This is an optimization exercise on Yosys and OpenROAD, whose aim is a short achievable clock period and few clock cycles, not a production implementation. No run shown here included a check of the RTL's function; only the layout flow was run.

--- flow/run.sh ---
#!/bin/bash
# synth_recipe.tcl (not shown) runs the flow's synth.tcl, then flattens the netlist and writes it again
# the make line also repeats each setting of config.mk as NAME=value (left out here)
make -C /OpenROAD-flow-scripts/flow DESIGN_CONFIG=/design/flow/config.mk WORK_HOME=/design/flow/orfs CLKGATE_MAP_FILE= SYNTH_SCRIPT=/design/flow/synth_recipe.tcl finish
--- flow/config.mk ---
export PLATFORM = sky130hd
export DESIGN_NAME = w450
export DESIGN_NICKNAME = w450
export VERILOG_FILES = /design/flow/design.v
export SDC_FILE = /design/flow/constraint.sdc
export NUM_CORES = 4
export LEC_CHECK = 0
export ABC_CLOCK_PERIOD_IN_PS = 1500
export CAP_MARGIN = 20
export CORE_MARGIN = 2
export CORE_UTILIZATION = 40
export PLACE_DENSITY = 0.6
export SETUP_SLACK_MARGIN = 2.5
export SLEW_MARGIN = 20
--- flow/constraint.sdc ---
create_clock -name core_clock -period 4.5 [get_ports {clk}]
set_input_delay 0.9000 -clock core_clock [delete_from_list [all_inputs] [get_ports {clk}]]
set_output_delay 0.9000 -clock core_clock [all_outputs]
set_load 0.01 [all_outputs]
--- flow/design.v ---
module w450(mem_wr_data, mem_wr_addr, mem_wr_en, mem_rd_data1, mem_rd_addr1,
	mem_rd_data2, mem_rd_addr2, reset, clk);
	output [7:0] mem_wr_data;
	output [7:0] mem_wr_addr;
	output mem_wr_en;
	input [7:0] mem_rd_data1;
	output [7:0] mem_rd_addr1;
	input [7:0] mem_rd_data2;
	output [7:0] mem_rd_addr2;
	input reset;
	input clk;
	localparam DW = 4 + 4 + 4 + 4 + 8 + 9;
	function [DW-1:0] dec;
		input [7:0] b;
		input fw;
		reg [2:0] op; reg [1:0] fa, fb; reg d;
		reg immop, isbr, fb0, memwr, rwe, late, add, sub, mov;
		reg [3:0] sa, sb, we;
		reg [1:0] rdst;
		reg [7:0] rt;
		reg [8:0] es;
		begin
			op = b[7:5]; fa = b[4:3]; fb = b[2:1]; d = b[0];
			immop = op[0] | (op[2] & op[1]);
			isbr = op[2] & op[1];
			fb0 = (fb == 2'd0);
			memwr = ~immop & ~d & fb0;
			rwe = ~isbr & ~memwr;
			rdst = (immop | d) ? fa : fb;
			sa = 4'b0001 << fa;
			sb = 4'b0001 << fb;
			we = rwe ? (4'b0001 << rdst) : 4'b0000;
			add = (op[2:1] == 2'b00);
			sub = (op[2:1] == 2'b01);
			mov = op[2];
			late = ~immop & fb0 & ~(mov & ~d);        
			rt[0] = immop & add;
			rt[1] = immop & sub;
			rt[2] = immop & mov;
			rt[3] = late & ~fw & add;
			rt[4] = late & ~fw & sub & ~d;
			rt[5] = late & ~fw & sub & d;
			rt[6] = late & ~fw & mov;
			rt[7] = ~immop & ~(late & ~fw);
			es[0] = late & fw & add;
			es[1] = late & fw & sub & ~d;
			es[2] = late & fw & sub & d;
			es[3] = late & fw & mov;
			es[4] = ~late & add;
			es[5] = ~late & sub & ~d;
			es[6] = ~late & sub & d;
			es[7] = ~late & mov & ~d;
			es[8] = ~late & mov & d;
			dec = {immop, isbr, op[0], memwr, we, sa, sb, rt, es};
		end
	endfunction
	reg        c_immop, c_isbr, c_blt, c_memwr;
	reg [3:0]  c_we, c_sa, c_sb;
	reg [7:0]  c_rt;
	reg [8:0]  c_es;
	reg [7:0]  c_s0, c_s1, c_s2, c_s3;    
	reg [7:0] pc;               
	reg [7:0] a1;               
	reg [7:0] pc2;              
	reg [7:0] a2;               
	reg       v;                
	reg [7:0] r0, r1, r2, r3;
	reg       wen;
	reg [7:0] waddr, wdata;
	assign mem_wr_en = wen;
	assign mem_wr_addr = waddr;
	assign mem_wr_data = wdata;
	assign mem_rd_addr1 = a1;
	assign mem_rd_addr2 = a2;
	localparam BI = 4;
	localparam BN = 1 << BI;
	reg [BN-1:0] bt_v;
	reg [7-BI:0] bt_tag [0:BN-1];
	reg [7:0]    bt_op  [0:BN-1];
	reg          fill;          
	reg [7:0]    bpc;           
	reg          bhit;          
	reg [7:0]    btop;          
	wire [7:0] ra = ({8{c_sa[0]}} & r0) | ({8{c_sa[1]}} & r1) |
	                ({8{c_sa[2]}} & r2) | ({8{c_sa[3]}} & r3);
	wire [7:0] rb = ({8{c_sb[0]}} & r0) | ({8{c_sb[1]}} & r1) |
	                ({8{c_sb[2]}} & r2) | ({8{c_sb[3]}} & r3);
	wire [7:0] d1 = mem_rd_data1;
	wire [7:0] d2 = mem_rd_data2;
	wire [7:0] ev =
		({8{c_es[0]}} & (wdata + ra)) |
		({8{c_es[1]}} & (wdata - ra)) |
		({8{c_es[2]}} & (ra - wdata)) |
		({8{c_es[3]}} & wdata) |
		({8{c_es[4]}} & (ra + rb)) |
		({8{c_es[5]}} & (rb - ra)) |
		({8{c_es[6]}} & (ra - rb)) |
		({8{c_es[7]}} & ra) |
		({8{c_es[8]}} & rb);
	wire [7:0] t0 = d1 + ra;
	wire [7:0] t1 = ra - d1;
	wire [7:0] t3 = d2 + ra;
	wire [7:0] t4 = d2 - ra;
	wire [7:0] t5 = ra - d2;
	function [7:0] pick;
		input [7:0] s;
		input [7:0] a0, a1, a2, a3, a4, a5, a6, a7;
		pick = ({8{s[0]}} & a0) | ({8{s[1]}} & a1) | ({8{s[2]}} & a2) |
		       ({8{s[3]}} & a3) | ({8{s[4]}} & a4) | ({8{s[5]}} & a5) |
		       ({8{s[6]}} & a6) | ({8{s[7]}} & a7);
	endfunction
	wire [7:0] res  = pick(c_rt, t0, t1, d1, t3, t4, t5, d2, ev);
	wire [7:0] r0_n = pick(c_s0 & {8{v}}, t0, t1, d1, t3, t4, t5, d2, ev) |
	                  ({8{~(v & c_we[0])}} & r0);
	wire [7:0] r1_n = pick(c_s1 & {8{v}}, t0, t1, d1, t3, t4, t5, d2, ev) |
	                  ({8{~(v & c_we[1])}} & r1);
	wire [7:0] r2_n = pick(c_s2 & {8{v}}, t0, t1, d1, t3, t4, t5, d2, ev) |
	                  ({8{~(v & c_we[2])}} & r2);
	wire [7:0] r3_n = pick(c_s3 & {8{v}}, t0, t1, d1, t3, t4, t5, d2, ev) |
	                  ({8{~(v & c_we[3])}} & r3);
	wire taken = v & c_isbr & (c_blt ? (ra < rb) : (ra == rb));
	wire [7:0] tgt = pc2 + d1;
	wire       seq1 = ~v | ~c_immop;              
	wire [7:0] nbs = seq1 ? mem_rd_data1 : mem_rd_data2;
	wire       wen_n = v & c_memwr;
	wire [DW-1:0] dn = taken ? dec(btop, 1'b0) : dec(nbs, wen_n);
	wire       v_n = ~taken | bhit;
	wire [7:0] pc2_n = !v ? pc + 8'd2 : taken ? tgt + 8'd2 :
	                   c_immop ? pc + 8'd4 : pc + 8'd3;
	wire       s2_n = ~v_n | dn[DW-1];
	wire [3:0] we_n = dn[DW-5:DW-8];
	wire [7:0] rt_n = dn[16:9];
	wire [7:0] lpc = !v ? pc : c_immop ? pc2 : a1;
	wire [BI-1:0] lidx = lpc[BI-1:0];
	wire lhit = bt_v[lidx] & (bt_tag[lidx] == lpc[7:BI]);
	always @(posedge clk or posedge reset) begin
		if (reset) begin
			pc <= 8'h00;
			a1 <= 8'h00;
			v <= 1'b0;
			wen <= 1'b0;
			fill <= 1'b0;
			bhit <= 1'b0;
			bt_v <= {BN{1'b0}};
		end else begin
			v <= v_n;
			wen <= wen_n;
			bhit <= lhit & ~taken;
			if (!v) begin
				a1 <= pc + 8'd1;
				fill <= 1'b0;
				if (fill) bt_v[bpc[BI-1:0]] <= 1'b1;
			end else if (taken) begin
				pc <= tgt;
				a1 <= bhit ? tgt + 8'd1 : tgt;
				fill <= ~bhit;
			end else if (c_immop) begin
				pc <= pc2;
				a1 <= pc + 8'd3;
			end else begin
				pc <= a1;
				a1 <= pc2;
			end
		end
	end
	always @(posedge clk) begin
		{c_immop, c_isbr, c_blt, c_memwr, c_we, c_sa, c_sb, c_rt, c_es} <= dn;
		c_s0 <= rt_n & {8{we_n[0]}};
		c_s1 <= rt_n & {8{we_n[1]}};
		c_s2 <= rt_n & {8{we_n[2]}};
		c_s3 <= rt_n & {8{we_n[3]}};
		pc2 <= pc2_n;
		a2 <= s2_n ? pc2_n : r0_n;
		btop <= bt_op[lidx];
		if (taken) bpc <= pc;
		if (!v & fill) begin
			bt_tag[bpc[BI-1:0]] <= bpc[7:BI];
			bt_op[bpc[BI-1:0]] <= mem_rd_data1;
		end
		waddr <= r0;
		wdata <= res;
		r0 <= r0_n;
		r1 <= r1_n;
		r2 <= r2_n;
		r3 <= r3_n;
	end
endmodule
==> results by group, run 1 <==
GRT
  – Antenna violations before repair: 2
  – First-pass GRT wire length: 121000 um
  – GRT Resource Usage Total: 29.4%
  – Vias in the first global route: 17890
  – Largest net degree at the start of global routing: 65
  – GR Overflow Total: 0

CTS
  – TritonCTS clock tree: yes
  – Num CTS Buffers: 41
  – TritonCTS Sinks: 373
  – Clock Pin Slew Worst Setup and Hold Paths: 60 ps
  – Worst skew pair latency: 590 ps
  – Clk Tree Root Cell: clkbuf_16
  – Worst-case clock buffer depth: 3
  – H-tree Lvls: 2

Worst setup path
  – CP Launch Type: flip-flop
  – Crit-path max FO: 8
  – Worst Setup Path Type: reg -> reg
  – CP top delay family: compound AO/OA/AOI/OAI gates
  – Worst r2r src: c_sa[2]
  – CP required: 4980 ps
  – R2R Setup Slk: 890 ps
  – Worst path max stage delay: 550 ps
  – CP max-delay cell: or4_4
  – Worst Path Buf+Inv: 1
  – Arrival time worst endpoint: 4080 ps
  – Critical path, cell by cell: a22oi_2 > nand2_4 > ha_4 > inv_2 > fa_2 > nor3b_4 > o21ai_2 > mux2i_2 > or4_4 > a221oi_4 > o2111ai_4 > a221o_1 > mux2_4
  – CP Capture Type: flip-flop
  – Worst r2r path cells: 13
  – Worst r2r dst: a2[6]

Detailed routing
  – Wl on met1: 34500 um
  – Via count: 18655
  – Vias per inst: 6.35
  – WL/cell: 29.2 um
  – Drt first pass iters: 9
  – Initial DRC count: 2222
  – Met3 Wirelength: 7960 um
  – # DRC: 0
  – Met2 WL: 39500 um
  – Highest routed layer: met5
  – Drt total wl: 85700 um
  – Routed Antenna Nets: 0

Yosys
  – Synth cell types: 92
  – Ys flop type: edfxtp_1
  – Largest cells by area after synthesis: edfxtp_1 28%, dfxtp_1 13%, ha_1 5.9%
  – Async set-reset flop share out of synthesis: 9.65%
  – Yosys top cell by area: edfxtp_1
  – Number of synthesized flops with an enable pin: 200
  – Post-synth top area share: 28.2%
  – Syn Inst Count: 2007
  – Avg Cell Area, Syn: 10.6 sq um
  – FF+latch count, synth: 373
  – Syn. warnings: 1
  – Sequential element share of the synthesized area: 45.3%
  – Mapped cell area: 21300 sq um

STA
  – Final setup viols: 0
  – Max-slew headroom: 40.2%
  – Tightest Pin Transition: 896 ps
  – Clock Skews: 27.6 ps
  – Setup TNS: 0 ps
  – Max Fclk: 277 MHz
  – Final-report hold violation count: 0
  – WHS: 389 ps
  – Part of the cycle the worst path needs: 80.1%
  – Final Critical Period: 3610 ps
  – RSZ-0062 raised after global routing: true
  – Slew Viols, Final: 0

Final layout
  – Area Growth Syn to Fin: 31.3%
  – Fin nets: 2346
  – Share of layout cells above drive strength 1: 34.5%
  – Post-route insts no fill: 2939

Min path
  – Hold crit path type: reg -> reg
  – Hold Crit Depth: 0
  – Hold Path Sink: waddr[5]
  – Hold path start: r0[5]

Run status
  – Status: no timing/DRC/antenna violations

Die
  – IO Pins: 51
  – Total die area: 55100 sq um
  – Initial core utilization: 40.5%
  – Core ar.: 52600 sq um
  – Row count: 84
  – Die X: 235 um
  – DIE HEIGHT: 235 um

Run
  – Max-Cap Viols: 0

Placed design
  – Placed cell count: 2704
  – Port Buffers: 50
  – Placer Congestion: 0.962
  – Hpwl dp: 57500 um
## cell type report
cell class,instances,area (sq um)
inverters,114,493
well taps,688,861
fillers,4541,24600
clock inverters,21,141
repair buffers,281,2810
clock buffers,54,1120
multi-input cells,1405,12800
flip-flops and latches,373,9720
diodes,2,5.00
repair inverters,1,16.3
## cell usage in the layout (no fill, tap or decap), types with 55 or more instances in the layout
cell type | synthesis | final
nand2_1 | 167 | 138
edfxtp_1 | 200 | 200
nor2_1 | 122 | 104
inv_1 | 112 | 89
ha_1 | 100 | 71
a22oi_1 | 83 | 65
buf_4 | 8 | 132
buf_6 | 5 | 75
a21oi_1 | 83 | 55
dfxtp_1 | 137 | 113
## metal layers
metal	track usage [%]	up-vias
li1	-	8023
met1	39.0	9383
met2	46.8	1053
met3	6.54	194
met4	11.3	2
met5	0	-
## worst register-to-register path: cells and delay by family (launching register included)
| family | cells | cell delay [ps] |
|---|---|---|
| adders and majority gates | 2 | 550 |
| buffers and inverters | 1 | 30 |
| DFF | 1 | 430 |
| AOI/OAI and AO/OA | 5 | 1120 |
| and+or+nand+nor | 3 | 930 |
| muxes | 2 | 440 |
## Yosys cell counts, drive strengths merged (17+ instances only)
cell type and n:
edfxtp 200, nand2 168, dfxtp 137, nor2 122, inv 112, ha 100
a22oi 87, a21oi 86, o21ai 82, clkbuf 76, mux2i 52, xnor2 51
buf 50, a221oi 47, nand3 41, dfrtp 36, mux4 36, xor2 34
a222oi 30, and2 30, a21o 28, a31oi 28, nand2b 24, nor2b 24
nor3 23, a211oi 22, mux2 22, and3 17, nand4 17
## stage by stage
step / area, sq um / setup slack (ps) / utilization [%]
final: 28000 / 894 / 53.2
after CTS: 26500 / 927 / 50.4
after global routing: 28000 / 819 / 53.2
after detailed placement: 23200 / 143 / 44.1
after floorplan: 22000 / 1200 / -
after global placement: 23200 / 180 / 44.1
## repair_timing
| action | 4_1_cts | 5_1_grt |
|---|---|---|
| pin swaps | 58 | 58 |
| resized for setup | 436 | 225 |
| setup endpoints to repair | 269 | 341 |
| hold buffers | 0 | 0 |
| cloned | 8 | 9 |
| buffers inserted | 83 | 58 |
## sequential cells by signal (all words and copies together) (netlist names), 9 cells and up
| signal | flops |
|---|---|
| bt_v | 16 |
| bt_op | 128 |
| c_es | 9 |
| bt_tag | 64 |
## kinds of logic (layout without fill, tap and decap cells)
family / after synthesis / count (layout) / share of synthesized area (%)
compound gates: 573 / 574 / 19.9
xor+xnor: 85 / 85 / 3.50
fa+ha+maj: 111 / 111 / 6.91
buf+inv: 241 / 471 / 5.38
flops: 373 / 373 / 45.3
mux: 110 / 110 / 7.43
other cells: 1 / 6 / 0.0176
simple gates: 513 / 521 / 11.6
## how the worst max path moves through the flow
stage | start | cells after the start | end | slack [ps]
after floorplan | c_sa[0] | 13 | a2[6] | 1200
after global placement | mem_rd_data1[0] | 12 | a2[6] | 180
after detailed placement | mem_rd_data1[0] | 12 | a2[6] | 140
after CTS | c_sa[1] | 13 | a2[6] | 930
after global routing | c_sa[2] | 14 | a2[6] | 820
final | c_sa[2] | 13 | a2[6] | 890
==> inputs of run 2 (changes only) <==
--- a/flow/design.v
+++ b/flow/design.v
@@ -59,7 +59,6 @@
 	reg [7:0]  c_rt;
 	reg [8:0]  c_es;
 	reg [7:0]  c_s0, c_s1, c_s2, c_s3;    
-	reg [7:0] pc;               
 	reg [7:0] a1;               
 	reg [7:0] pc2;              
 	reg [7:0] a2;               
@@ -118,24 +117,29 @@
 	                  ({8{~(v & c_we[2])}} & r2);
 	wire [7:0] r3_n = pick(c_s3 & {8{v}}, t0, t1, d1, t3, t4, t5, d2, ev) |
 	                  ({8{~(v & c_we[3])}} & r3);
-	wire taken = v & c_isbr & (c_blt ? (ra < rb) : (ra == rb));
+	wire cond = c_blt ? (ra < rb) : (ra == rb);
+	wire taken = v & c_isbr & cond;
+	wire pt = v & c_isbr & bhit;                
 	wire [7:0] tgt = pc2 + d1;
 	wire       seq1 = ~v | ~c_immop;              
 	wire [7:0] nbs = seq1 ? mem_rd_data1 : mem_rd_data2;
 	wire       wen_n = v & c_memwr;
-	wire [DW-1:0] dn = taken ? dec(btop, 1'b0) : dec(nbs, wen_n);
-	wire       v_n = ~taken | bhit;
-	wire [7:0] pc2_n = !v ? pc + 8'd2 : taken ? tgt + 8'd2 :
-	                   c_immop ? pc + 8'd4 : pc + 8'd3;
-	wire       s2_n = ~v_n | dn[DW-1];
+	wire [DW-1:0] dn = pt ? dec(btop, 1'b0) : dec(nbs, wen_n);
+	wire       v_n = ~v | ~c_isbr | (cond == bhit);
+	wire [7:0] pc2_n = !v ? a1 + 8'd2 : pt ? tgt + 8'd2 :
+	                   c_immop ? pc2 + 8'd2 : pc2 + 8'd1;
+	wire       s2_n = dn[DW-1];
+	wire [7:0] a1_t = bhit ? tgt + 8'd1 : tgt;
+	wire [7:0] a1_s = !v ? a1 + 8'd1 : (c_isbr & bhit) ? pc2 :
+	                  c_immop ? pc2 + 8'd1 : pc2;
+	wire [7:0] a1_n = taken ? a1_t : a1_s;
 	wire [3:0] we_n = dn[DW-5:DW-8];
 	wire [7:0] rt_n = dn[16:9];
-	wire [7:0] lpc = !v ? pc : c_immop ? pc2 : a1;
+	wire [7:0] lpc = !v ? a1 + 8'd1 : c_immop ? pc2 + 8'd1 : pc2;
 	wire [BI-1:0] lidx = lpc[BI-1:0];
 	wire lhit = bt_v[lidx] & (bt_tag[lidx] == lpc[7:BI]);
 	always @(posedge clk or posedge reset) begin
 		if (reset) begin
-			pc <= 8'h00;
 			a1 <= 8'h00;
 			v <= 1'b0;
 			wen <= 1'b0;
@@ -145,22 +149,10 @@
 		end else begin
 			v <= v_n;
 			wen <= wen_n;
-			bhit <= lhit & ~taken;
-			if (!v) begin
-				a1 <= pc + 8'd1;
-				fill <= 1'b0;
-				if (fill) bt_v[bpc[BI-1:0]] <= 1'b1;
-			end else if (taken) begin
-				pc <= tgt;
-				a1 <= bhit ? tgt + 8'd1 : tgt;
-				fill <= ~bhit;
-			end else if (c_immop) begin
-				pc <= pc2;
-				a1 <= pc + 8'd3;
-			end else begin
-				pc <= a1;
-				a1 <= pc2;
-			end
+			a1 <= a1_n;
+			bhit <= lhit & ~pt;
+			fill <= taken & ~bhit;
+			if (!v & fill) bt_v[bpc[BI-1:0]] <= 1'b1;
 		end
 	end
 	always @(posedge clk) begin
@@ -172,7 +164,7 @@
 		pc2 <= pc2_n;
 		a2 <= s2_n ? pc2_n : r0_n;
 		btop <= bt_op[lidx];
-		if (taken) bpc <= pc;
+		if (v & c_isbr) bpc <= a1;
 		if (!v & fill) begin
 			bt_tag[bpc[BI-1:0]] <= bpc[7:BI];
 			bt_op[bpc[BI-1:0]] <= mem_rd_data1;
==> results by group, run 2 <==
CTS
  – Post-CTS Hold Buffers: 0
  – TritonCTS Sinks: 365
  – TritonCTS clock tree: yes
  – Num CTS Buffers: 40
  – Worst skew pair latency: 600 ps
  – Clk Tree Root Cell: clkbuf_16
  – H-tree Lvls: 2
  – Clock Pin Slew Worst Setup and Hold Paths: 60 ps
  – Worst-case clock buffer depth: 3

GRT
  – GR Overflow Total: 0
  – GRT Resource Usage Total: 31.0%
  – Antenna violations before repair: 1
  – Vias in the first global route: 18231
  – Largest net degree at the start of global routing: 52
  – First-pass GRT wire length: 122000 um

Yosys
  – Largest cells by area after synthesis: edfxtp_1 29%, dfxtp_1 13%, ha_1 6.0%
  – XOR/XNOR share of the synthesized area: 3.83%
  – Post-synth top area share: 28.9%
  – Mapped cell area: 20800 sq um
  – Post-synthesis mux area share: 8.20%
  – Number of synthesized flops with an enable pin: 200
  – FF+latch count, synth: 365
  – Async set-reset flop share out of synthesis: 7.67%
  – Avg Cell Area, Syn: 10.5 sq um
  – Synth Area in Adders: 7.01%
  – Syn. warnings: 1
  – Syn Inst Count: 1974
  – Synth cell types: 93
  – Post-synthesis simple-gate area fraction: 11.0%
  – Ys flop type: edfxtp_1
  – Synth top cells by count: 200 x edfxtp_1, 142 x nand2_1, 137 x dfxtp_1
  – Sequential element share of the synthesized area: 45.4%
  – Largest family of logic cells by synthesized area: compound AO/OA/AOI/OAI gates
  – Most common cell in the netlist: edfxtp_1
  – Post-synthesis compound-gate area fraction: 19.3%
  – Yosys top cell by area: edfxtp_1

Min path
  – Hold crit path type: reg -> reg

Worst setup path
  – CP top delay family: compound AO/OA/AOI/OAI gates
  – Arrival time worst endpoint: 3910 ps
  – Instance count on the critical path: 14
  – CP Capture Type: flip-flop
  – CP endpoint: a2[7]
  – CP max-delay cell: a2111oi_4
  – Worst path max stage delay: 510 ps
  – Worst Path Buf+Inv: 3
  – Worst r2r src: c_sa[0]
  – Worst r2r dst: a2[7]
  – Critical path launch point: c_sa[0]
  – CP Launch Type: flip-flop
  – CP required: 4980 ps
  – Crit-path max FO: 5
  – Worst Setup Path Type: reg -> reg
  – R2R Setup Slk: 1070 ps
  – Critical path, cell by cell: a22oi_2 > nand2_4 > buf_12 > buf_8 > buf_6 > ha_4 > nor2b_4 > o21ai_4 > a21oi_2 > a2111oi_4 > xor2_2 > a221o_1 > o31a_1 > a211o_1
  – Worst r2r path cells: 14

Placed design
  – Placer Congestion: 1.03
  – Port Buffers: 50
  – Hpwl dp: 55100 um
  – Placed cell count: 2638

STA
  – RSZ-0062 raised after global routing: true
  – Final-report hold violation count: 0
  – WHS: 414 ps
  – Tightest Pin Transition: 853 ps
  – Final Critical Period: 3430 ps
  – Setup TNS: 0 ps
  – Max Fclk: 292 MHz
  – Slew Viols, Final: 0
  – Final setup viols: 0
  – Part of the cycle the worst path needs: 76.1%
  – Max-slew headroom: 42.7%
  – Clock Skews: 48.6 ps

Detailed routing
  – Via count: 18579
  – Drt total wl: 84900 um
  – Initial DRC count: 2193
  – Drt first pass iters: 10
  – # DRC: 0
  – WL/cell: 28.7 um
  – Routed Antenna Nets: 0
  – Vias per inst: 6.28

Die
  – Row count: 83
  – Core ar.: 51400 sq um
  – Total die area: 53900 sq um
  – Die X: 232 um
  – Initial core utilization: 40.5%
  – DIE HEIGHT: 232 um
  – IO Pins: 51

Final layout
  – Share of layout cells above drive strength 1: 39.0%
  – Post-route insts no fill: 2959
  – Fin nets: 2375
  – Antenna cells: 0
  – Largest register FFs: 128
  – Commonest non-fill, non-tap cell in the layout: edfxtp_1
  – Area Growth Syn to Fin: 39.0%
  – Most frequent cells in the layout: 200 x edfxtp_1, 177 x buf_4, 115 x nand2_1

Run
  – Max-Cap Viols: 0

Run status
  – Status: no timing/DRC/antenna violations
==> run 2: changes by cell type in the layout (fill, tap and decap cells not counted), moves of 11 or more <==
| cell | previous run | this run |
|---|---|---|
| o21a_1 | 7 | 18 |
| buf_12 | 16 | 45 |
| and2_4 | 22 | 5 |
| a21oi_2 | 17 | 30 |
| o21bai_1 | 5 | 16 |
| mux2i_1 | 47 | 60 |
| nand2_1 | 138 | 115 |
| ha_4 | 20 | 32 |
| buf_4 | 132 | 177 |
| dfrtp_1 | 34 | 18 |
| a221o_1 | 14 | 3 |
| mux2_2 | 19 | 8 |
| a21o_1 | 27 | 16 |
==> run 2: how the worst min path moves through the flow <==
stage	cells after the start	end	from
after global routing	0	waddr[0]	r0[0]
after CTS	0	waddr[1]	r0[1]
after detailed placement	0	waddr[1]	r0[1]
after floorplan	0	waddr[4]	r0[4]
after global placement	0	waddr[0]	r0[0]
final	0	waddr[1]	r0[1]
==> run 2: worst reg2reg max path, delay by kind of cell, from the launching register on <==
family / cells / cell delay, ps
xor gates and xnor gates: 1 / 170
DFF: 1 / 360
buffers and inverters: 3 / 410
adders and majority gates: 1 / 230
AOI/OAI and AO/OA: 7 / 1890
and+or+nand+nor: 2 / 280
==> run 2: timing repair <==
action	in CTS	in global routing
cloned	12	1
pin swaps	163	65
endpoints found under the hold margin	0	0
setup endpoints to repair	361	173
buffers inserted	186	48
resized for setup	605	119
==> run 2: final cells by class <==
cell class,instances,area [sq um]
timing repair buffer,354,3810
clock buffer,56,1150
sequential,365,9540
multi-input combinational,1365,12800
clock inverter,18,220
fill,4220,22500
tap,680,851
inverter,121,498
==> run 2: through the flow <==
stage / cell area, sq um / setup slack, ps / util, %
after floorplan: 21800 / 1400 / -
after global placement: 22800 / 479 / 44.3
after detailed placement: 22800 / 432 / 44.3
after CTS: 28000 / 1110 / 54.4
after global routing: 28900 / 986 / 56.3
final: 28900 / 1070 / 56.3
==> run 2: metal layers <==
| layer | global-route usage, % | wire length, um | vias up |
|---|---|---|---|
| li1 | - | - | 7988 |
| met1 | 40.9 | 34000 | 9263 |
| met2 | 48.8 | 38100 | 1064 |
| met3 | 7.00 | 8290 | 262 |
| met4 | 13.6 | 4550 | 2 |
| met5 | 0 | 13 | - |
==> run 2: cells by family (layout without fill, tap and decap cells) <==
logic type               count (synthesis)  count (layout)
AND/OR/NAND/NOR                        480             482
multiplexers                           121             121
other                                    1               4
buffers and inverters                  249             549
flip-flops                             365             365
XOR/XNOR                                91              91
AO/OA/AOI/OAI                          557             557
adder cells (fa/ha/maj)                110             110

port drivers added, routing unchanged:
In the flow no input, the clock included, has a driving cell. The finished layouts below were timed again as built, in two steps.
Step 1 assumes that a clkbuf_16 drives the clock port and a buf_2 every other input.
Step 2 times the ports against the registers' clock, not the clock port: input delays grow and output delays shrink by t, the midpoint of the rising clock arrivals with the driver on.
Three values: no drivers, after step 1, after step 2; two values: the first two.
run	shift t [ns]	slack for setup (ns)	hold slack, ns	worst setup path at the end	latest minus earliest clock arrival (ns)
run 1	0.629	0.894 / 0.894 / 0.337	0.389 / 0.389 / 0.389	input to register	0.028 / 0.028
run 2	0.639	1.074 / 1.074 / 0.730	0.414 / 0.414 / 0.414	input to register	0.049 / 0.050
After both steps setup and hold are still met in every run listed. The setup slack of run 1, which loses most, moves by 0.000 ns with the drivers and by -0.557 ns with both steps.
